Context: an optimization exercise on an open-source flow, tuned for small area. The choices shown serve that exercise and are no tape-out recipe. At most, simulation tests tie the RTL to the original design; equivalence was not proved. The RTL of run 2 was laid out without a check of its function. Power figures rest on the tool's default switching activity, not on a simulated workload. The flow treats the clock pin as an ideal source, which a real chip does not have.

### flow/config.mk
export PLATFORM = sky130hd
export DESIGN_NAME = morph_open
export DESIGN_NICKNAME = morph_open
export VERILOG_FILES = /design/flow/design.v
export SDC_FILE = /design/flow/constraint.sdc
export NUM_CORES = 4
export LEC_CHECK = 0
export CAP_MARGIN = 20
export CORE_MARGIN = 2
export CORE_UTILIZATION = 68
export PLACE_DENSITY = 0.72
export SLEW_MARGIN = 20
### flow/constraint.sdc
create_clock -name core_clock -period 5.0 [get_ports {clk}]
set_input_delay 1.0000 -clock core_clock [delete_from_list [all_inputs] [get_ports {clk}]]
set_output_delay 1.0000 -clock core_clock [all_outputs]
set_load 0.01 [all_outputs]
### flow/design.v
`timescale 1ns / 1ps
module morph_open #(
    parameter IMG_H = 83
)
(
    input clk,
    input mask,
    input de_in,
    input h_sync_in,
    input v_sync_in,
    output de_out,
    output h_sync_out,
    output v_sync_out,
    output [23:0] open_out
);
localparam integer LSYNC = 4 * IMG_H + 9;                      
localparam integer LM    = 4 * IMG_H + 6;                       
localparam integer LDE   = 6 * IMG_H + 11;                      
reg [LDE-1:0]   s_de;
reg [LSYNC:0]   s_hs;
reg [LSYNC:0]   s_vs;
reg [LM-1:0]    s_m;
reg             e_r;
reg [LM-1:0]    s_e;
reg             d_r;
wire [24:0] ewin_de, ewin_m, dwin_e, dwin_de;
genvar gr, gc;
generate
    for (gr = 0; gr < 5; gr = gr + 1) begin : g_r
        for (gc = 0; gc < 5; gc = gc + 1) begin : g_c
            assign ewin_de[5*gr+gc] = s_de[1 + gc + IMG_H * gr];
            assign ewin_m[5*gr+gc]  = s_m[1 + gc + IMG_H * gr];
            assign dwin_e[5*gr+gc]  = s_e[1 + gc + IMG_H * gr];
            assign dwin_de[5*gr+gc] = s_de[172 + gc + IMG_H * gr];
        end
    end
endgenerate
wire [4:0] r_any, c_any;
generate
    for (gr = 0; gr < 5; gr = gr + 1) begin : g_rc
        assign r_any[gr] = ~&ewin_m[5*gr +: 5];
        assign c_any[gr] = ~(ewin_m[gr] & ewin_m[gr+5] & ewin_m[gr+10] & ewin_m[gr+15] & ewin_m[gr+20]);
    end
endgenerate
function amo5(input [4:0] a);
    amo5 = ~(((a[0] | a[1]) & (a[2] | a[3] | a[4])) | (a[0] & a[1]) | (a[2] & (a[3] | a[4])) | (a[3] & a[4]));
endfunction
wire ev = &ewin_de;
wire z2 = ~(amo5(r_any) & amo5(c_any));
wire dv = &dwin_de;
wire dor = |dwin_e;
always @(posedge clk) begin
    s_de <= {s_de[LDE-2:0], de_in};
    s_hs <= {s_hs[LSYNC-1:0], h_sync_in};
    s_vs <= {s_vs[LSYNC-1:0], v_sync_in};
    s_m  <= {s_m[LM-2:0], mask};
    e_r  <= ev & ~z2;
    s_e  <= {s_e[LM-2:0], e_r};
    d_r  <= dv & dor;
end
assign de_out     = s_de[LSYNC];
assign h_sync_out = s_hs[LSYNC];
assign v_sync_out = s_vs[LSYNC];
assign open_out   = {24{d_r}};
endmodule
### flow/flow/run.sh
#!/bin/bash
# The standard layout, with a leaner clock tree (no dummy loads, larger sink
# clusters, clkbuf_16 only) and the smallest buffer on each port.
set -euo pipefail
export CTS_ARGS="-sink_clustering_enable -repair_clock_nets -dont_use_dummy_load -sink_clustering_size 34 -sink_clustering_max_diameter 100 -buf_list {sky130_fd_sc_hd__buf_12 sky130_fd_sc_hd__clkbuf_16} -root_buf sky130_fd_sc_hd__clkbuf_16 -tree_buf sky130_fd_sc_hd__clkbuf_16 -sink_clustering_buffer sky130_fd_sc_hd__buf_12"
export BUFFER_PORTS_ARGS="-buffer_cell sky130_fd_sc_hd__buf_1"
bash standard.sh > standard.log 2>&1
### flow/standard.sh
#!/bin/bash
# synth_recipe.tcl (not shown) runs the flow's synth.tcl, then flattens the netlist and writes it again
# the make line also repeats each setting of config.mk as NAME=value (left out here)
make -C /OpenROAD-flow-scripts/flow DESIGN_CONFIG=/design/flow/config.mk WORK_HOME=/design/flow/orfs CLKGATE_MAP_FILE= SYNTH_SCRIPT=/design/flow/synth_recipe.tcl "${@:-finish}"
==> qor.txt, run 1 <==
status: no timing/DRC/antenna violations
Crit path depth: 1
average size of a mapped cell: 19.4 um^2
Reg clk slew, reported paths: 0.12 ns
Clock Sinks: 1871
vias in the first global route: 11640
Place WS: 3.07 ns
postcts setup bufs: 0
M1 wire length: 20.0 mm
clk latency of the worst-skew pair: 0.62 ns
Synth area leaders: dfxtp_1 99%, buf_4 0.47%, nand4_1 0.18%
Final TNS setup: 0 ns
Worst setup SP type: flip-flop
first-pass GRT wire length: 58.3 mm
WL met3: 1.25 mm
initial core utilization: 68.8%
Max-slew headroom: 60.4%
gr ovfl total: 0
worst endpoint required time: 4.00 ns
YS warnings: 1
power per cell area: 518 nW/um^2
Core ar.: 55200 um^2
initial antenna violation count: 0
Antenna Violating Nets Remaining: 0
RSZ-0062 raised after global routing: no
root buffer cell: clkbuf_16
Die H: 240 um
worst vdd ir: 368 uV
Yosys reg bits: 1871
CTS max path bufs: 3
cts bufs inserted: 61
multi-input combinational cell area: 349 um^2
drt via density: 4.19
setup ws final: 2.41 ns
Final Cycle Share: 51.7%
DRC: 0
CP top delay family: flip-flops
Crit path largest cell delay: 0.72 ns
largest net degree at the start of global routing: 35
met2 wire length: 13.0 mm
Critical Path End Type: output pin
min cycle time layout: 2.59 ns
cells on worst reg2reg path: 3
Slew Limit Fails: 0
# IOs: 32
All-Layer GR Usage: 12.5%
Fill cells: 3305
Ant. Diodes: 0
HP Class: reg -> reg
synth unique cells: 18
WHS: 0.240 ns
Worst R2R End: d_r$_DFF_P_
capture point of the worst path: open_out[4]
WP buf/inv: 1
crit path max-delay cell type: dfxtp_1
final core utilization: 72.7%
leakage power: 15.9 nW
NumNets Final: 2029
Worst Path Max Fanout: 24
Layout area overhead: 5.58%
post-DR wirelength/cell: 12.6 um
# Max-Cap Violations: 0
Pre-antenna DRT Iters: 4
Synthesized Nets: 1959
Post-Route Skew: 0.0694 ns
cells after synthesis: 1954
cell taking the most area after synthesis: dfxtp_1
row count: 86
WS Path Type: reg -> out
CTS tree: built
fmax: 387 MHz
DRT iter0 DRCs: 596
CP arrival: 1.59 ns
crit path launch: d_r$_DFF_P_
worst r2r src: s_e[5]$_DFF_P_
# port buffers: 31
Die ar.: 57800 um^2
Fin. Hold Viols: 0
CTS H-Tree Depth: 2
top sig layer: met4
Post-CTS Hold Buffers: 0
share of cells above drive strength 1: 3.07%
crit-path cells: buf_1
Reg area: 37500 um^2
Die W: 240 um
post-DP HPWL: 16.8 mm
share of the synthesized area in the top cell type: 98.6%
r2r setup slk: 3.52 ns
Worst Tran Pin Value: 0.594 ns
Vias: 11613
final setup fails: 0
Placer Congestion: 0.717
drt total wl: 35.0 mm
sequential-to-total area share from yosys stat: 98.6%
Post-CTS Resized: 0
post-synthesis instance area: 38000 um^2
==> routing by layer <==
metal,global-route usage [%],vias up
met3,3.13,59
met1,20.1,5372
met5,0,-
met2,16.7,84
li1,-,6098
met4,3.75,0
==> Yosys cell counts (all sizes together) <==
cell,count
a21oi,1
a221oi,1
a22oi,1
a31oi,1
a41oi,1
and3,9
buf,24
dfxtp,1871
nand2,6
nand3,11
nand4,11
nor2,1
nor3,4
nor4,7
o2111a,1
o22ai,1
or2,2
or4,1
==> how the worst min path moves through the flow <==
stage	startpoint	end	slack [ns]	cells past startpoint
after global placement	s_de[343]$_DFF_P_	s_de[344]$_DFF_P_	0.31	0
final	s_m[39]$_DFF_P_	s_m[40]$_DFF_P_	0.24	0
after detailed placement	s_de[154]$_DFF_P_	s_de[155]$_DFF_P_	0.31	0
after floorplan	s_de[99]$_DFF_P_	s_de[100]$_DFF_P_	0.31	0
after CTS	s_m[39]$_DFF_P_	s_m[40]$_DFF_P_	0.24	0
after global routing	s_m[39]$_DFF_P_	s_m[40]$_DFF_P_	0.23	0
==> cell families (layout without fill, tap and decap cells) <==
logic type | Yosys count | after routing | share of synthesized area [%]
compound gates | 7 | 7 | 0.155
buf+inv | 24 | 92 | 0.474
simple gates | 52 | 52 | 0.764
flops | 1871 | 1871 | 98.6
==> layout make-up <==
class / count / area share (%)
Clock buffer: 61 / 3.11
Multi-Input combinational cell: 59 / 0.870
Sequential cell: 1871 / 93.4
Tap cell: 748 / 2.33
Timing Repair Buffer: 31 / 0.290
==> where the power goes <==
group / internal [mW] / total, mW / switching, mW
clock network: 1.92 / 5.76 / 3.84
registers: 15.0 / 15.0 / 0.0231
logic: 0.000946 / 0.00155 / 0.000599
==> flip-flops by register name (all words and copies together) (netlist names) <==
| name | cells |
|---|---|
| s_vs | 342 |
| s_e | 338 |
| d_r | 1 |
| s_m | 338 |
| e_r | 1 |
| s_de | 509 |
| s_hs | 342 |
==> stage by stage <==
stage	cell area [um^2]	cells	total power, mW
3_5_place_dp	38900	2709	15.3
5_1_grt	40100	2770	21.4
2_1_floorplan	38000	1954	15.3
4_1_cts	40100	2770	20.9
3_3_place_gp	38900	2709	15.3
6_report	40100	2770	20.8
==> cell usage in the layout, fill, tap and decap left out <==
cell / netlist / routed
a221oi_1: 1 / 1
nor3_1: 4 / 4
nand3_1: 11 / 11
o2111a_1: 1 / 1
a31oi_1: 1 / 1
nor4_1: 7 / 7
a41oi_1: 1 / 1
a21oi_1: 1 / 1
buf_12: 0 / 56
and3_1: 9 / 9
nor2_1: 1 / 1
or4_1: 1 / 1
nand4_1: 11 / 11
a22oi_2: 1 / 1
or2_1: 2 / 2
buf_1: 0 / 31
o22ai_1: 1 / 1
nand2_1: 6 / 6
clkbuf_16: 0 / 5
dfxtp_1: 1871 / 1871
==> inputs of run 2 (changes only) <==
--- a/flow/design.v
+++ b/flow/design.v
@@ -35,18 +35,17 @@
         end
     end
 endgenerate
-wire [4:0] r_any, c_any;
+wire [4:0] r_any, r_two;
 generate
-    for (gr = 0; gr < 5; gr = gr + 1) begin : g_rc
-        assign r_any[gr] = ~&ewin_m[5*gr +: 5];
-        assign c_any[gr] = ~(ewin_m[gr] & ewin_m[gr+5] & ewin_m[gr+10] & ewin_m[gr+15] & ewin_m[gr+20]);
+    for (gr = 0; gr < 5; gr = gr + 1) begin : g_row
+        wire [4:0] z = ~ewin_m[5*gr +: 5];
+        assign r_any[gr] = |z;
+        assign r_two[gr] = (z[0] & (z[1] | z[2] | z[3] | z[4])) | (z[1] & (z[2] | z[3] | z[4])) | (z[2] & (z[3] | z[4])) | (z[3] & z[4]);
     end
 endgenerate
-function amo5(input [4:0] a);
-    amo5 = ~(((a[0] | a[1]) & (a[2] | a[3] | a[4])) | (a[0] & a[1]) | (a[2] & (a[3] | a[4])) | (a[3] & a[4]));
-endfunction
+wire two_rows = (r_any[0] & (r_any[1] | r_any[2] | r_any[3] | r_any[4])) | (r_any[1] & (r_any[2] | r_any[3] | r_any[4])) | (r_any[2] & (r_any[3] | r_any[4])) | (r_any[3] & r_any[4]);
 wire ev = &ewin_de;
-wire z2 = ~(amo5(r_any) & amo5(c_any));
+wire z2 = (|r_two) | two_rows;
 wire dv = &dwin_de;
 wire dor = |dwin_e;
 always @(posedge clk) begin
==> run 2 against run 1 <==
Compared with the run above:
- still clean
- sequential power is essentially flat
- sequential share of layout area shrank 0.14 points
- area after synthesis grew 0.16%
- total power is essentially flat
- clock skew grew 0.0055 ns
- first-iteration DRC count shrank 12%
- synthesized cell count grew 0.41%
- flip-flop and latch count is the same
- wire length shrank 0.60%
- clock power is essentially flat
- via count grew 1.3%
==> qor.txt, run 2 <==
WS Path Type: reg -> out
post-synthesis mux area share: 0%
GR peak layer: met1
EDFF count, synth: 0
Post-CTS Resized: 0
worst vdd ir: 381 uV
Yosys reg bits: 1871
multi-input combinational cell area: 409 um^2
Synth Area in XOR/XNOR: 0%
Placer Congestion: 0.726
Critical Path End Type: output pin
gr ovfl total: 0
min cycle time layout: 2.54 ns
Die ar.: 57900 um^2
Post-synth ARST share: 0%
Fill cells: 3354
Reg clk slew, reported paths: 0.12 ns
crit path max-delay cell type: dfxtp_1
post-synthesis instance area: 38000 um^2
met3 GRT Util: 2.69%
synth unique cells: 24
first-pass GRT wire length: 58.8 mm
max reg flops: 509
Die W: 241 um
post-DR wirelength/cell: 12.5 um
sequential-to-total area share from yosys stat: 98.5%
Fin. Hold Viols: 0
average size of a mapped cell: 19.4 um^2
crit-path cells: buf_1
YS warnings: 1
vias in the first global route: 11722
Most used DFF post-synth: dfxtp_1
cells after synthesis: 1962
Final Cycle Share: 50.9%
initial antenna violation count: 0
leading registers by flop count: s_de x509, s_hs x342, s_vs x342
drt via density: 4.24
Most flops, register: s_de
Worst Path Max Fanout: 24
commonest cells after routing, fill and taps aside: 1871 x dfxtp_1, 56 x buf_12, 31 x buf_1
Post-Synth Adder-Cell Area: 0%
CTS max path bufs: 3
Synthesized Nets: 1967
Post-Route Skew: 0.0749 ns
postcts setup bufs: 0
CP top delay family: flip-flops
cts bufs inserted: 61
Max-slew headroom: 63.0%
worst endpoint required time: 4.00 ns
DRT iter0 DRCs: 524
Post-Synth Simple-Gate Area: 0.691%
CP arrival: 1.54 ns
CTS tree: built
cell taking the most area after synthesis: dfxtp_1
Synth Area in Compound Gates: 0.385%
clk latency of the worst-skew pair: 0.64 ns
largest family of logic cells by synthesized area: simple AND/OR/NAND/NOR gates
# Max-Cap Violations: 0
grt met1 use: 20.1%
Reg area: 37500 um^2
Pre-antenna DRT Iters: 4
Slew Limit Fails: 0
post-DP HPWL: 16.8 mm
# port buffers: 31
largest net degree at the start of global routing: 35
Die H: 241 um
Final TNS setup: 0 ns
share of the synthesized area in the top cell type: 98.5%
final setup fails: 0
Crit path largest cell delay: 0.69 ns
Antenna Violating Nets Remaining: 0
NumNets Final: 2037
share of cells above drive strength 1: 3.20%
power per cell area: 517 nW/um^2
root buffer cell: clkbuf_16
All-Layer GR Usage: 12.5%
leakage power: 15.8 nW
Post-CTS Hold Buffers: 0
Total Power: 20.8 mW
row count: 86
Core ar.: 55200 um^2
Worst Tran Pin Value: 0.554 ns
most instantiated library cell after synthesis: dfxtp_1
Clock Sinks: 1871
initial core utilization: 68.9%
HP Class: reg -> reg
grt met2 use: 16.7%
Ant. Diodes: 0
drt total wl: 34.8 mm
DRC: 0
most frequent cells after synthesis: 1871 x dfxtp_1, 24 x buf_4, 10 x nand4_1
Worst setup SP type: flip-flop
final core utilization: 72.8%
Layout area overhead: 5.57%
CTS H-Tree Depth: 2
WP buf/inv: 1
status: no timing/DRC/antenna violations
Synth area leaders: dfxtp_1 98%, buf_4 0.47%, nand4_1 0.16%
commonest non-fill, non-tap cell in the layout: dfxtp_1
RSZ-0062 raised after global routing: no
Vias: 11769
fmax: 393 MHz
# IOs: 32
run 2: worst paths after layout:
check / start / to / slack, ns / cells past startpoint
setup / recovery: d_r$_DFF_P_ / open_out[3] / 2.46 / 1
hold / removal: s_m[41]$_DFF_P_ / s_m[42]$_DFF_P_ / 0.24 / 0
setup reg to reg: s_m[336]$_DFF_P_ / e_r$_DFF_P_ / 3.39 / 4
hold reg to reg: s_m[41]$_DFF_P_ / s_m[42]$_DFF_P_ / 0.24 / 0
run 2: metrics by stage:
| step | worst slack, ns | hold slack, ns | instance area, um^2 | instances |
|---|---|---|---|---|
| after CTS | 2.39 | 0.238 | 40200 | 2778 |
| after detailed placement | 3.11 | 0.312 | 38900 | 2717 |
| after global routing | 2.28 | 0.228 | 40200 | 2778 |
| after global placement | 3.15 | 0.310 | 38900 | 2717 |
| final | 2.46 | 0.238 | 40200 | 2778 |
| after floorplan | 3.12 | 0.310 | 38000 | 1962 |
run 2: per-layer routing:
metal  wire length, um  share of wire (%)
met5                 0                  0
met4               962                2.8
met3              1200                3.5
met2             13000                 37
met1             19600                 56
run 2: final cells by class:
type                    instances  area share (%)
well taps                     748            2.33
clock buffers                  61            3.10
repair buffers                 31           0.290
flip-flops and latches       1871            93.3
multi-input cells              67            1.02
run 2: logic make-up (layout without fill, tap and decap cells):
group,after synthesis,in the layout
flops,1871,1871
simple gates,46,46
buf+inv,24,92
compound gates,21,21
run 2: power by group:
part	switching [mW]	total [mW]	internal [mW]
clock	3.83	5.75	1.92
sequential	0.0236	15.0	15.0
combinational	0.00149	0.00323	0.00174
total	3.86	20.8	16.9
==> inputs of run 3 (changes only) <==
--- a/flow/design.v
+++ b/flow/design.v
@@ -35,17 +35,18 @@
         end
     end
 endgenerate
-wire [4:0] r_any, r_two;
+wire [4:0] r_any, c_any;
 generate
-    for (gr = 0; gr < 5; gr = gr + 1) begin : g_row
-        wire [4:0] z = ~ewin_m[5*gr +: 5];
-        assign r_any[gr] = |z;
-        assign r_two[gr] = (z[0] & (z[1] | z[2] | z[3] | z[4])) | (z[1] & (z[2] | z[3] | z[4])) | (z[2] & (z[3] | z[4])) | (z[3] & z[4]);
+    for (gr = 0; gr < 5; gr = gr + 1) begin : g_rc
+        assign r_any[gr] = ~&ewin_m[5*gr +: 5];
+        assign c_any[gr] = ~(ewin_m[gr] & ewin_m[gr+5] & ewin_m[gr+10] & ewin_m[gr+15] & ewin_m[gr+20]);
     end
 endgenerate
-wire two_rows = (r_any[0] & (r_any[1] | r_any[2] | r_any[3] | r_any[4])) | (r_any[1] & (r_any[2] | r_any[3] | r_any[4])) | (r_any[2] & (r_any[3] | r_any[4])) | (r_any[3] & r_any[4]);
+function amo5(input [4:0] a);
+    amo5 = ~(((a[0] | a[1]) & (a[2] | a[3] | a[4])) | (a[0] & a[1]) | (a[2] & (a[3] | a[4])) | (a[3] & a[4]));
+endfunction
 wire ev = &ewin_de;
-wire z2 = (|r_two) | two_rows;
+wire z2 = ~(amo5(r_any) & amo5(c_any));
 wire dv = &dwin_de;
 wire dor = |dwin_e;
 always @(posedge clk) begin
==> flow/flow/run.sh (replaced) <==
#!/bin/bash
# The standard layout, with a leaner clock tree (no dummy loads, larger sink
# clusters, buf_12 leaves) and the smallest buffer on each port.
set -euo pipefail
export CTS_ARGS="-sink_clustering_enable -repair_clock_nets -dont_use_dummy_load -sink_clustering_size 35 -sink_clustering_max_diameter 80 -buf_list {sky130_fd_sc_hd__buf_12 sky130_fd_sc_hd__clkbuf_16} -root_buf sky130_fd_sc_hd__clkbuf_16 -tree_buf sky130_fd_sc_hd__clkbuf_16 -sink_clustering_buffer sky130_fd_sc_hd__buf_12"
export BUFFER_PORTS_ARGS="-buffer_cell sky130_fd_sc_hd__buf_1"
bash standard.sh > standard.log 2>&1
==> run 3 against run 2 <==
Compared with the run above:
- via count is 0.93% lower
- register-to-register slack better by 0.14 ns
- wire length increased by 0.36%
- critical endpoint is now open_out[4]
==> qor.txt, run 3 <==
CP arrival: 1.58 ns
crit-path cells: buf_1
power per cell area: 516 nW/um^2
initial antenna violation count: 0
CTS max path bufs: 3
post-synthesis instance area: 38000 um^2
Synthesized Nets: 1959
WS Path Type: reg -> out
CTS tree: built
commonest cells after routing, fill and taps aside: 1871 x dfxtp_1, 54 x buf_12, 31 x buf_1
Placer Congestion: 0.717
min cycle time layout: 2.58 ns
root buffer cell: clkbuf_16
YS warnings: 1
Layout area overhead: 5.47%
Vias: 11660
Core ar.: 55200 um^2
Yosys reg bits: 1871
Pre-antenna DRT Iters: 4
synth unique cells: 18
EDFF count, synth: 0
Slew Limit Fails: 0
WP buf/inv: 1
leading registers by flop count: s_de x509, s_hs x342, s_vs x342
fin area: 40100 um^2
Ant. Diodes: 0
# Max-Cap Violations: 0
# IOs: 32
DRC: 0
Reg clk slew, reported paths: 0.12 ns
Clock Sinks: 1871
NumNets Final: 2027
All-Layer GR Usage: 12.5%
sequential-to-total area share from yosys stat: 98.6%
DRT iter0 DRCs: 571
Reg area: 37500 um^2
Post-CTS Hold Buffers: 0
first-pass GRT wire length: 58.4 mm
row count: 86
Die ar.: 57800 um^2
HP Class: reg -> reg
share of cells above drive strength 1: 2.97%
postcts setup bufs: 0
Final Cycle Share: 51.6%
Most flops, register: s_de
# port buffers: 31
CTS H-Tree Depth: 2
post-DP HPWL: 16.8 mm
multi-input combinational cell area: 349 um^2
Place WS: 3.07 ns
WHS: 0.285 ns
vias in the first global route: 11668
commonest non-fill, non-tap cell in the layout: dfxtp_1
final setup fails: 0
Max-slew headroom: 60.0%
Post-CTS Resized: 0
initial core utilization: 68.8%
Synth area leaders: dfxtp_1 99%, buf_4 0.47%, nand4_1 0.18%
Final TNS setup: 0 ns
Post-Route Skew: 0.0384 ns
Die W: 240 um
Critical Path End Type: output pin
Most used DFF post-synth: dfxtp_1
worst vdd ir: 373 uV
RSZ-0062 raised after global routing: no
Antenna Violating Nets Remaining: 0
CP top delay family: flip-flops
post-DR wirelength/cell: 12.6 um
worst endpoint required time: 4.00 ns
Worst Tran Pin Value: 0.599 ns
max reg flops: 509
Layout Cells excl Fill: 2768
Worst Path Max Fanout: 24
cts bufs inserted: 59
fmax: 388 MHz
Fill cells: 3310
gr ovfl total: 0
cells after synthesis: 1954
share of the synthesized area in the top cell type: 98.6%
most frequent cells after synthesis: 1871 x dfxtp_1, 24 x buf_4, 11 x nand3_1, 11 x nand4_1, 9 x and3_1
Worst setup SP type: flip-flop
Crit path largest cell delay: 0.72 ns
average size of a mapped cell: 19.4 um^2
Placed Instances: 2709
placed inst area: 38900 um^2
Total Power: 20.7 mW
crit path max-delay cell type: dfxtp_1
most instantiated library cell after synthesis: dfxtp_1
leakage power: 15.9 nW
cell taking the most area after synthesis: dfxtp_1
largest net degree at the start of global routing: 36
clk latency of the worst-skew pair: 0.63 ns
status: no timing/DRC/antenna violations
setup ws final: 2.42 ns
Post-synth ARST share: 0%
final core utilization: 72.6%
Fin. Hold Viols: 0
Die H: 240 um
drt total wl: 34.9 mm
drt via density: 4.21
## run 3: cell count changes in the layout (fill, tap and decap cells not counted), sizes merged, moves of 3 or more
cell   before  now
nand2      10    6
and4        3    0
nand3       6   11
a31oi       4    1
a21oi       6    1
and3        2    9
## run 3: cells by family (layout without fill, tap and decap cells)
logic type	after synthesis	count (layout)	synth area share (%)
flops	1871	1871	98.6
compound gates	7	7	0.155
buf+inv	24	90	0.474
simple gates	52	52	0.764
## run 3: worst paths after layout
kind | from | end | slack (ns) | cells after the start
hold reg to reg | s_m[32]$_DFF_P_ | s_m[33]$_DFF_P_ | 0.29 | 0
setup / recovery | d_r$_DFF_P_ | open_out[4] | 2.42 | 1
setup reg to reg | s_e[5]$_DFF_P_ | d_r$_DFF_P_ | 3.53 | 3
hold / removal | s_m[32]$_DFF_P_ | s_m[33]$_DFF_P_ | 0.29 | 0
## run 3: layout make-up
cell class                 instances  share of cell area, %
sequential                      1871                   93.5
clock buffer                      59                   3.01
tap                              748                   2.34
multi-input combinational         59                  0.871
timing repair buffer              31                  0.290
## run 3: per-layer routing
layer / up-vias / share of wire [%] / GRT usage (%)
met4: 0 / 2.3 / 3.90
li1: 6090 / - / -
met3: 62 / 3.4 / 2.96
met1: 5412 / 57 / 20.2
met2: 96 / 37 / 16.8
met5: - / 0 / 0
## run 3: power breakdown
| part | switching (mW) | leakage [nW] | internal (mW) |
|---|---|---|---|
| Clock | 3.82 | 0.569 | 1.86 |
| Sequential | 0.0231 | 15.1 | 15.0 |
| Combinational | 0.000603 | 0.156 | 0.000946 |
==> inputs of run 4 (changes only) <==
--- a/flow/design.v
+++ b/flow/design.v
@@ -15,23 +15,24 @@
 );
 localparam integer LSYNC = 4 * IMG_H + 9;                      
 localparam integer LM    = 4 * IMG_H + 6;                       
-localparam integer LDE   = 6 * IMG_H + 11;                      
-reg [LDE-1:0]   s_de;
+reg [LSYNC:0]   s_de;
 reg [LSYNC:0]   s_hs;
 reg [LSYNC:0]   s_vs;
 reg [LM-1:0]    s_m;
 reg             e_r;
-reg [LM-1:0]    s_e;
+reg [4:0]       s_e;
+reg             h_r;
+reg [4*IMG_H-1:0] s_h;
 reg             d_r;
-wire [24:0] ewin_de, ewin_m, dwin_e, dwin_de;
+reg             f_r;
+reg [2*IMG_H-1:0] s_f;
+wire [24:0] ewin_de, ewin_m;
 genvar gr, gc;
 generate
     for (gr = 0; gr < 5; gr = gr + 1) begin : g_r
         for (gc = 0; gc < 5; gc = gc + 1) begin : g_c
             assign ewin_de[5*gr+gc] = s_de[1 + gc + IMG_H * gr];
             assign ewin_m[5*gr+gc]  = s_m[1 + gc + IMG_H * gr];
-            assign dwin_e[5*gr+gc]  = s_e[1 + gc + IMG_H * gr];
-            assign dwin_de[5*gr+gc] = s_de[172 + gc + IMG_H * gr];
         end
     end
 endgenerate
@@ -47,15 +48,19 @@
 endfunction
 wire ev = &ewin_de;
 wire z2 = ~(amo5(r_any) & amo5(c_any));
-wire dv = &dwin_de;
-wire dor = |dwin_e;
+wire dv = (&s_de[176:172]) & (&s_de[259:255]) & f_r & s_f[IMG_H-1] & s_f[2*IMG_H-1];
+wire dor = h_r | s_h[IMG_H-1] | s_h[2*IMG_H-1] | s_h[3*IMG_H-1] | s_h[4*IMG_H-1];
 always @(posedge clk) begin
-    s_de <= {s_de[LDE-2:0], de_in};
+    s_de <= {s_de[LSYNC-1:0], de_in};
+    f_r  <= &s_de[LSYNC:LSYNC-4];
+    s_f  <= {s_f[2*IMG_H-2:0], f_r};
     s_hs <= {s_hs[LSYNC-1:0], h_sync_in};
     s_vs <= {s_vs[LSYNC-1:0], v_sync_in};
     s_m  <= {s_m[LM-2:0], mask};
     e_r  <= ev & ~z2;
-    s_e  <= {s_e[LM-2:0], e_r};
+    s_e  <= {s_e[3:0], e_r};
+    h_r  <= |s_e;
+    s_h  <= {s_h[4*IMG_H-2:0], h_r};
     d_r  <= dv & dor;
 end
 assign de_out     = s_de[LSYNC];
==> run 4 against run 3 <==
Compared with the run above:
- clock power about the same
- sequential power about the same
- register-to-register slack improved by 0.07 ns
- via count increased by 0.27%
- first-iteration DRC count decreased by 19%
- die area decreased by 0.11%
- area after synthesis decreased by 0.11%
- sequential share of layout area increased by 0.099 points
- wire length increased by 1.5%
- still clean
- total power about the same
- maximum frequency decreased by 0.32%
- global-route usage increased by 0.13 points
==> qor.txt, run 4 <==
commonest cells after routing, fill and taps aside: 1871 x dfxtp_1, 54 x buf_12, 31 x buf_1
Slew Limit Fails: 0
NumNets Final: 2022
YS warnings: 1
largest net degree at the start of global routing: 36
placed inst area: 38800 um^2
initial antenna violation count: 2
CTS H-Tree Depth: 2
share of the synthesized area in the top cell type: 98.7%
Die W: 240 um
Clock Sinks: 1871
grt met2 use: 17.6%
Fin. Hold Viols: 0
Max-slew headroom: 61.1%
sequential-to-total area share from yosys stat: 98.7%
average size of a mapped cell: 19.5 um^2
All-Layer GR Usage: 12.7%
fmax: 386 MHz
Layout area overhead: 5.48%
share of cells above drive strength 1: 3.03%
Int Power: 16.8 mW
clk latency of the worst-skew pair: 0.63 ns
CTS max path bufs: 3
postcts setup bufs: 0
setup ws final: 2.41 ns
Pre-antenna DRT Iters: 4
WS Path Type: reg -> out
Fill cells: 3426
CP arrival: 1.59 ns
worst vdd ir: 379 uV
combinational share of power: 0%
post-DP HPWL: 16.6 mm
crit-path cells: buf_1
EDFF count, synth: 0
RSZ-0062 raised after global routing: no
met3 GRT Util: 2.51%
Die H: 240 um
final setup fails: 0
commonest non-fill, non-tap cell in the layout: dfxtp_1
most frequent cells after synthesis: 1871 x dfxtp_1, 24 x buf_4, 12 x nand3_1
Post-synth ARST share: 0%
root buffer cell: clkbuf_16
vias in the first global route: 11864
WP buf/inv: 1
# Max-Cap Violations: 0
synth unique cells: 18
Core ar.: 55100 um^2
row count: 86
Sequential Power Share: 72.5%
Most used DFF post-synth: dfxtp_1
Total Power: 20.7 mW
post-synthesis instance area: 37900 um^2
min cycle time layout: 2.59 ns
CP top delay family: flip-flops
Switch Pwr: 3.86 mW
Reg clk slew, reported paths: 0.12 ns
gr ovfl total: 0
Place WS: 3.07 ns
HP Class: reg -> reg
leakage power: 15.8 nW
Critical Path End Type: output pin
DRC: 0
# port buffers: 31
first-pass GRT wire length: 59.3 mm
Post-CTS Resized: 0
Post-Route Skew: 0.0407 ns
cts bufs inserted: 59
fin area: 40000 um^2
most instantiated library cell after synthesis: dfxtp_1
Worst setup SP type: flip-flop
Post-CTS Hold Buffers: 0
Die ar.: 57700 um^2
Antenna Violating Nets Remaining: 0
Vias: 11692
Yosys reg bits: 1871
Synth area leaders: dfxtp_1 99%, buf_4 0.47%, nand3_1 0.16%
grt met1 use: 19.9%
post-DR wirelength/cell: 12.8 um
worst endpoint required time: 4.00 ns
leading registers by flop count: s_de x342, s_hs x342, s_vs x342
power per cell area: 517 nW/um^2
switch share: 18.6%
status: no timing/DRC/antenna violations
Clk pwr share: 27.5%
Synthesized Nets: 1954
drt total wl: 35.4 mm
CTS tree: built
Final TNS setup: 0 ns
cells after synthesis: 1949
Final Cycle Share: 51.8%
cell taking the most area after synthesis: dfxtp_1
drt via density: 4.23
Placer Congestion: 0.722
DRT iter0 DRCs: 462
GR peak layer: met1
initial core utilization: 68.9%
Ant. Diodes: 0
Worst Path Max Fanout: 24
Worst Tran Pin Value: 0.582 ns
# IOs: 32
Crit path largest cell delay: 0.71 ns
crit path max-delay cell type: dfxtp_1
[run 4: kinds of logic after synthesis]
kind of cell / after synthesis / share of synthesized area [%]
buf+inv: 24 / 0.475
compound gates: 7 / 0.145
flops: 1871 / 98.7
simple gates: 47 / 0.663
[run 4: cell type report]
class | count | area [um^2] | area share [%]
timing repair buffer | 31 | 116 | 0.291
clock buffer | 59 | 1210 | 3.01
multi-input combinational | 54 | 307 | 0.766
sequential | 1871 | 37500 | 93.6
tap | 748 | 936 | 2.34
[run 4: power groups by stage]
stage | logic, mW | clock network, mW | registers (mW)
after floorplan | 0.000530 | 0 | 15.3
after global placement | 0.00151 | 0 | 15.3
after detailed placement | 0.00180 | 0 | 15.3
after CTS | 0.00178 | 5.87 | 15.0
after global routing | 0.00204 | 6.38 | 15.0
final | 0.00176 | 5.69 | 15.0
[run 4: worst register-to-register path, cell delays in order, from the launching register on]
cell and delay (ns):
dfxtp_1 0.37, nand4_1 0.11, nor4_1 0.28, nand2_1 0.12, a221oi_1 0.25, o2111a_1 0.24
[run 4: final timing paths]
| kind | startpoint | end | slack (ns) | depth (start not counted) |
|---|---|---|---|---|
| setup / recovery | d_r$_DFF_P_ | open_out[11] | 2.41 | 1 |
| hold / removal | s_m[116]$_DFF_P_ | s_m[117]$_DFF_P_ | 0.28 | 0 |
| setup reg to reg | s_de[169]$_DFF_P_ | e_r$_DFF_P_ | 3.60 | 5 |
| hold reg to reg | s_m[116]$_DFF_P_ | s_m[117]$_DFF_P_ | 0.28 | 0 |
[run 4: per-stage QoR]
| step | hold WS, ns | cells | util [%] |
|---|---|---|---|
| after detailed placement | 0.312 | 2704 | 70.5 |
| after CTS | 0.286 | 2763 | 72.6 |
| after global placement | 0.312 | 2704 | 70.5 |
| after global routing | 0.284 | 2763 | 72.6 |
| final | 0.283 | 2763 | 72.6 |
| after floorplan | 0.310 | 1949 | - |
[run 4: layer usage]
metal	part of all wire, %	wire [um]
met3	3.5	1230
met4	2.5	881
met2	39	13700
met1	55	19600
met5	0	0
==> inputs of run 5 (changes only) <==
==> flow/flow/run.sh (replaced) <==
#!/bin/bash
# The standard layout, with a leaner clock tree (no dummy loads, larger sink
# clusters, buf_12 leaves) and the smallest buffer on each port.
set -euo pipefail
export CTS_ARGS="-sink_clustering_enable -repair_clock_nets -dont_use_dummy_load -sink_clustering_size 34 -sink_clustering_max_diameter 100 -buf_list {sky130_fd_sc_hd__buf_12 sky130_fd_sc_hd__clkbuf_16} -root_buf sky130_fd_sc_hd__clkbuf_16 -tree_buf sky130_fd_sc_hd__clkbuf_16 -sink_clustering_buffer sky130_fd_sc_hd__buf_12"
export BUFFER_PORTS_ARGS="-buffer_cell sky130_fd_sc_hd__buf_1"
bash standard.sh > standard.log 2>&1
==> run 5 against run 4 <==
Compared with the run above:
- maximum frequency decreased by 0.18%
- sequential power about the same
- register-to-register slack about the same
- global-route usage decreased by 0.073 points
- via count decreased by 0.15%
- design area about the same
- die area unchanged
- non-clock buffer count unchanged
- area after synthesis unchanged
- wire length decreased by 0.53%
==> qor.txt, run 5 <==
Most used DFF post-synth: dfxtp_1
power per cell area: 519 nW/um^2
Post-CTS Resized: 0
root buffer cell: clkbuf_16
WS Path Type: reg -> out
most instantiated library cell after synthesis: dfxtp_1
vias in the first global route: 11912
post-synthesis instance area: 37900 um^2
Switch Pwr: 3.87 mW
cts bufs inserted: 61
leakage power: 15.9 nW
share of the synthesized area in the top cell type: 98.7%
# Max-Cap Violations: 0
Place WS: 3.07 ns
cells after synthesis: 1949
post-DP HPWL: 16.6 mm
setup ws final: 2.41 ns
WHS: 0.239 ns
Core ar.: 55100 um^2
Antenna Violating Nets Remaining: 0
Worst Path Max Fanout: 24
Die H: 240 um
# IOs: 32
# port buffers: 31
min cycle time layout: 2.59 ns
All-Layer GR Usage: 12.6%
crit-path cells: buf_1
worst vdd ir: 388 uV
Placer Congestion: 0.722
gr ovfl total: 0
switch share: 18.7%
RSZ-0062 raised after global routing: no
Fin. Hold Viols: 0
Synth area leaders: dfxtp_1 99%, buf_4 0.47%, nand3_1 0.16%
post-DR wirelength/cell: 12.7 um
Vias: 11674
Post-CTS Hold Buffers: 0
Worst Tran Pin Value: 0.582 ns
postcts setup bufs: 0
Max-slew headroom: 61.1%
Post-Route Skew: 0.0745 ns
final setup fails: 0
cell taking the most area after synthesis: dfxtp_1
Die ar.: 57700 um^2
Layout area overhead: 5.58%
final core utilization: 72.7%
clk latency of the worst-skew pair: 0.64 ns
Synthesized Nets: 1954
fmax: 386 MHz
row count: 86
WP buf/inv: 1
Worst setup SP type: flip-flop
drt total wl: 35.2 mm
commonest non-fill, non-tap cell in the layout: dfxtp_1
Die W: 240 um
NumNets Final: 2024
DRT iter0 DRCs: 504
combinational share of power: 0%
Final TNS setup: 0 ns
largest net degree at the start of global routing: 35
status: no timing/DRC/antenna violations
share of cells above drive strength 1: 3.12%
crit path max-delay cell type: dfxtp_1
average size of a mapped cell: 19.5 um^2
CTS max path bufs: 3
YS warnings: 1
CP arrival: 1.59 ns
synth unique cells: 18
Yosys reg bits: 1871
Pre-antenna DRT Iters: 4
Critical Path End Type: output pin
drt via density: 4.22
DRC: 0
leading registers by flop count: s_de x342, s_hs x342, s_vs x342
Post-synth ARST share: 0%
Reg clk slew, reported paths: 0.12 ns
Clk pwr share: 27.8%
Int Power: 16.9 mW
sequential-to-total area share from yosys stat: 98.7%
CTS H-Tree Depth: 2
EDFF count, synth: 0
first-pass GRT wire length: 59.1 mm
initial antenna violation count: 2
Crit path largest cell delay: 0.71 ns
worst endpoint required time: 4.00 ns
CP top delay family: flip-flops
commonest cells after routing, fill and taps aside: 1871 x dfxtp_1, 56 x buf_12, 31 x buf_1
Ant. Diodes: 0
Final Cycle Share: 51.9%
Clock Sinks: 1871
initial core utilization: 68.9%
Sequential Power Share: 72.2%
CTS tree: built
HP Class: reg -> reg
most frequent cells after synthesis: 1871 x dfxtp_1, 24 x buf_4, 12 x nand3_1
Slew Limit Fails: 0
run 5: layout make-up:
| class | instances | area [um^2] |
|---|---|---|
| tap | 748 | 936 |
| fill | 3390 | 15000 |
| sequential | 1871 | 37500 |
| multi-input combinational | 54 | 307 |
| clock buffer | 61 | 1250 |
| timing repair buffer | 31 | 116 |
run 5: cells by family (layout without fill, tap and decap cells):
kind of cell | count (synthesis) | count (layout) | share of synthesized area [%]
flops | 1871 | 1871 | 98.7
compound gates | 7 | 7 | 0.145
buf+inv | 24 | 92 | 0.475
simple gates | 47 | 47 | 0.663
run 5: through the flow:
step | area [um^2] | power [mW] | cells
finish | 40100 | 20.8 | 2765
global route | 40100 | 21.5 | 2765
CTS | 40100 | 21.0 | 2765
detailed placement | 38800 | 15.3 | 2704
global placement | 38800 | 15.3 | 2704
floorplan | 37900 | 15.3 | 1949
run 5: worst paths after layout:
path,startpoint,to,slack [ns],cells after the start
worst max register to register,s_de[169]$_DFF_P_,e_r$_DFF_P_,3.61,5
worst min-delay path,s_m[116]$_DFF_P_,s_m[117]$_DFF_P_,0.24,0
worst min register to register,s_m[116]$_DFF_P_,s_m[117]$_DFF_P_,0.24,0
worst max-delay path,d_r$_DFF_P_,open_out[11],2.41,1
run 5: power by group through the flow:
stage	registers (mW)	logic [mW]	clock network, mW
after detailed placement	15.3	0.00180	0
after global placement	15.3	0.00151	0
after global routing	15.0	0.00204	6.45
after CTS	15.0	0.00178	5.96
after floorplan	15.3	0.000530	0
final	15.0	0.00176	5.77
run 5: metal layers:
metal | share of wire, % | wire length (um) | vias to the layer above | track usage, %
li1 | - | - | 6061 | -
met1 | 56 | 19700 | 5449 | 19.8
met2 | 38 | 13400 | 92 | 17.4
met4 | 2.7 | 962 | 0 | 4.67
met5 | 0 | 0 | - | 0
met3 | 3.4 | 1200 | 72 | 2.58
==> inputs of run 6 (changes only) <==
==> flow/flow/run.sh (replaced) <==
#!/bin/bash
# The standard layout, with a leaner clock tree (no dummy loads, larger sink
# clusters, buf_12 leaves) and the smallest buffer on each port.
set -euo pipefail
export CTS_ARGS="-sink_clustering_enable -repair_clock_nets -dont_use_dummy_load -apply_ndr full -sink_clustering_size 35 -sink_clustering_max_diameter 80 -buf_list {sky130_fd_sc_hd__buf_12 sky130_fd_sc_hd__clkbuf_16} -root_buf sky130_fd_sc_hd__clkbuf_16 -tree_buf sky130_fd_sc_hd__clkbuf_16 -sink_clustering_buffer sky130_fd_sc_hd__buf_12"
export BUFFER_PORTS_ARGS="-buffer_cell sky130_fd_sc_hd__buf_1"
bash standard.sh > standard.log 2>&1
==> run 6 against run 5 <==
Compared with the run above:
- critical path type unchanged
- first-iteration DRC count shrank 8.3%
- die area is the same
- design area is essentially flat
- total power shrank 0.36%
- global-route usage grew 0.073 points
- clock-buffer cell count shrank 2
- final cell count is essentially flat
==> qor.txt, run 6 <==
Antenna Violating Nets Remaining: 0
Synthesized Nets: 1954
Fin. Hold Viols: 0
power per cell area: 517 nW/um^2
multi-input combinational cell area: 307 um^2
Slew Limit Fails: 0
vias in the first global route: 11864
Post-CTS Hold Buffers: 0
crit path launch: d_r$_DFF_P_
Placer Congestion: 0.722
Reg clk slew, reported paths: 0.12 ns
Clock Sinks: 1871
Final TNS setup: 0 ns
Core ar.: 55100 um^2
CTS max path bufs: 3
HP Class: reg -> reg
post-DP HPWL: 16.6 mm
clk latency of the worst-skew pair: 0.63 ns
Worst setup SP type: flip-flop
cells after synthesis: 1949
Ant. Diodes: 0
Post-CTS Resized: 0
All-Layer GR Usage: 12.7%
Worst Path Max Fanout: 24
average size of a mapped cell: 19.5 um^2
# Max-Cap Violations: 0
Fill cells: 3426
Critical Path End Type: output pin
synth unique cells: 18
CTS tree: built
crit path max-delay cell type: dfxtp_1
Yosys reg bits: 1871
# port buffers: 31
NumNets Final: 2022
WHS: 0.283 ns
share of the synthesized area in the top cell type: 98.7%
# IOs: 32
Worst Tran Pin Value: 0.582 ns
cts bufs inserted: 59
share of cells above drive strength 1: 3.03%
CP arrival: 1.59 ns
DRT iter0 DRCs: 462
row count: 86
commonest non-fill, non-tap cell in the layout: dfxtp_1
worst vdd ir: 379 uV
Most used DFF post-synth: dfxtp_1
largest net degree at the start of global routing: 36
first-pass GRT wire length: 59.3 mm
Max-slew headroom: 61.1%
postcts setup bufs: 0
root buffer cell: clkbuf_16
final setup fails: 0
Synth area leaders: dfxtp_1 99%, buf_4 0.47%, nand3_1 0.16%
commonest cells after routing, fill and taps aside: 1871 x dfxtp_1, 54 x buf_12, 31 x buf_1
CP top delay family: flip-flops
drt via density: 4.23
drt total wl: 35.4 mm
post-synthesis instance area: 37900 um^2
CTS H-Tree Depth: 2
Crit path largest cell delay: 0.71 ns
YS warnings: 1
sequential-to-total area share from yosys stat: 98.7%
WP buf/inv: 1
Post-Route Skew: 0.0407 ns
WS Path Type: reg -> out
gr ovfl total: 0
post-DR wirelength/cell: 12.8 um
crit-path cells: buf_1
DRC: 0
fmax: 386 MHz
Die H: 240 um
status: no timing/DRC/antenna violations
Vias: 11692
leakage power: 15.8 nW
leading registers by flop count: s_de x342, s_hs x342, s_vs x342
min cycle time layout: 2.59 ns
initial core utilization: 68.9%
Die ar.: 57700 um^2
most instantiated library cell after synthesis: dfxtp_1
Final Cycle Share: 51.8%
worst endpoint required time: 4.00 ns
cell taking the most area after synthesis: dfxtp_1
worst r2r src: s_de[169]$_DFF_P_
initial antenna violation count: 2
most frequent cells after synthesis: 1871 x dfxtp_1, 24 x buf_4, 12 x nand3_1
EDFF count, synth: 0
Total Power: 20.7 mW
Reg area: 37500 um^2
RSZ-0062 raised after global routing: no
Layout area overhead: 5.48%
Post-synth ARST share: 0%
Pre-antenna DRT Iters: 4
Die W: 240 um
Hold Crit Start: s_m[116]$_DFF_P_
run 6: cell counts after synthesis:
No cell type changed its count.
run 6: path summary, 6_finish.rpt:
check / to / slack [ns] / depth (start not counted)
worst max-delay path: open_out[11] / 2.41 / 1
worst min-delay path: s_m[117]$_DFF_P_ / 0.28 / 0
worst min register to register: s_m[117]$_DFF_P_ / 0.28 / 0
worst max register to register: e_r$_DFF_P_ / 3.60 / 5
run 6: per-layer routing:
layer,global-route usage (%),part of all wire (%)
met1,19.9,55
met2,17.6,39
met3,2.51,3.5
met4,4.55,2.5
met5,0,0
run 6: report_power, final:
group | internal (mW) | switching, mW
logic | 0.00102 | 0.000737
registers | 15.0 | 0.0245
clock network | 1.86 | 3.83
total | 16.8 | 3.86
run 6: per-stage QoR:
stage	setup WS [ns]	std cells	utilization [%]	area, um^2
floorplan	3.12	1949	-	37900
global placement	3.15	2704	70.5	38800
detailed placement	3.07	2704	70.5	38800
CTS	2.32	2763	72.6	40000
global route	2.23	2763	72.6	40000
finish	2.41	2763	72.6	40000
run 6: cells by family after synthesis:
logic type | share of synthesized area (%)
and+or+nand+nor | 0.663
buffers and inverters | 0.475
DFF | 98.7
AOI/OAI and AO/OA | 0.145
run 6: cell type report:
type                    instances  area share [%]
clock buffers                  59            3.01
repair buffers                 31           0.291
flip-flops and latches       1871            93.6
well taps                     748            2.34
multi-input cells              54           0.766

## port drivers added, routing unchanged
Ports are ideal in the flow. The routed layouts listed here were re-timed in OpenROAD.
Step 1 (the two cells are an assumption about what drives the block):
set clk [get_ports {clk}]
set_driving_cell -lib_cell sky130_fd_sc_hd__clkbuf_16 $clk
set_driving_cell -lib_cell sky130_fd_sc_hd__buf_2 [delete_from_list [all_inputs] $clk]
Step 2, shift: input delay + t, output delay - t, t = (earliest + latest rising clock arrival at the registers) / 2. This alone moves slack from input paths to output paths.
Slacks: ideal / step 1 / step 2; pairs: ideal / step 1.
run	shift t [ns]	setup slack, ns	slew at the worst register clock pin (ns)	worst data-port slew with drivers (ns)	cell pins on the clock port's net
run 1	0.654	2.414 / 2.354 / 3.008	0.12 / 0.12	0.03	1
run 2	0.662	2.456 / 2.399 / 3.062	0.12 / 0.12	0.03	1
run 3	0.673	2.420 / 2.361 / 3.034	0.12 / 0.12	0.03	1
run 4	0.668	2.412 / 2.356 / 3.025	0.12 / 0.12	0.03	1
run 5	0.659	2.407 / 2.350 / 3.010	0.12 / 0.12	0.03	1
run 6	0.668	2.412 / 2.356 / 3.025	0.12 / 0.12	0.03	1
After both steps every run listed still meets setup and hold.
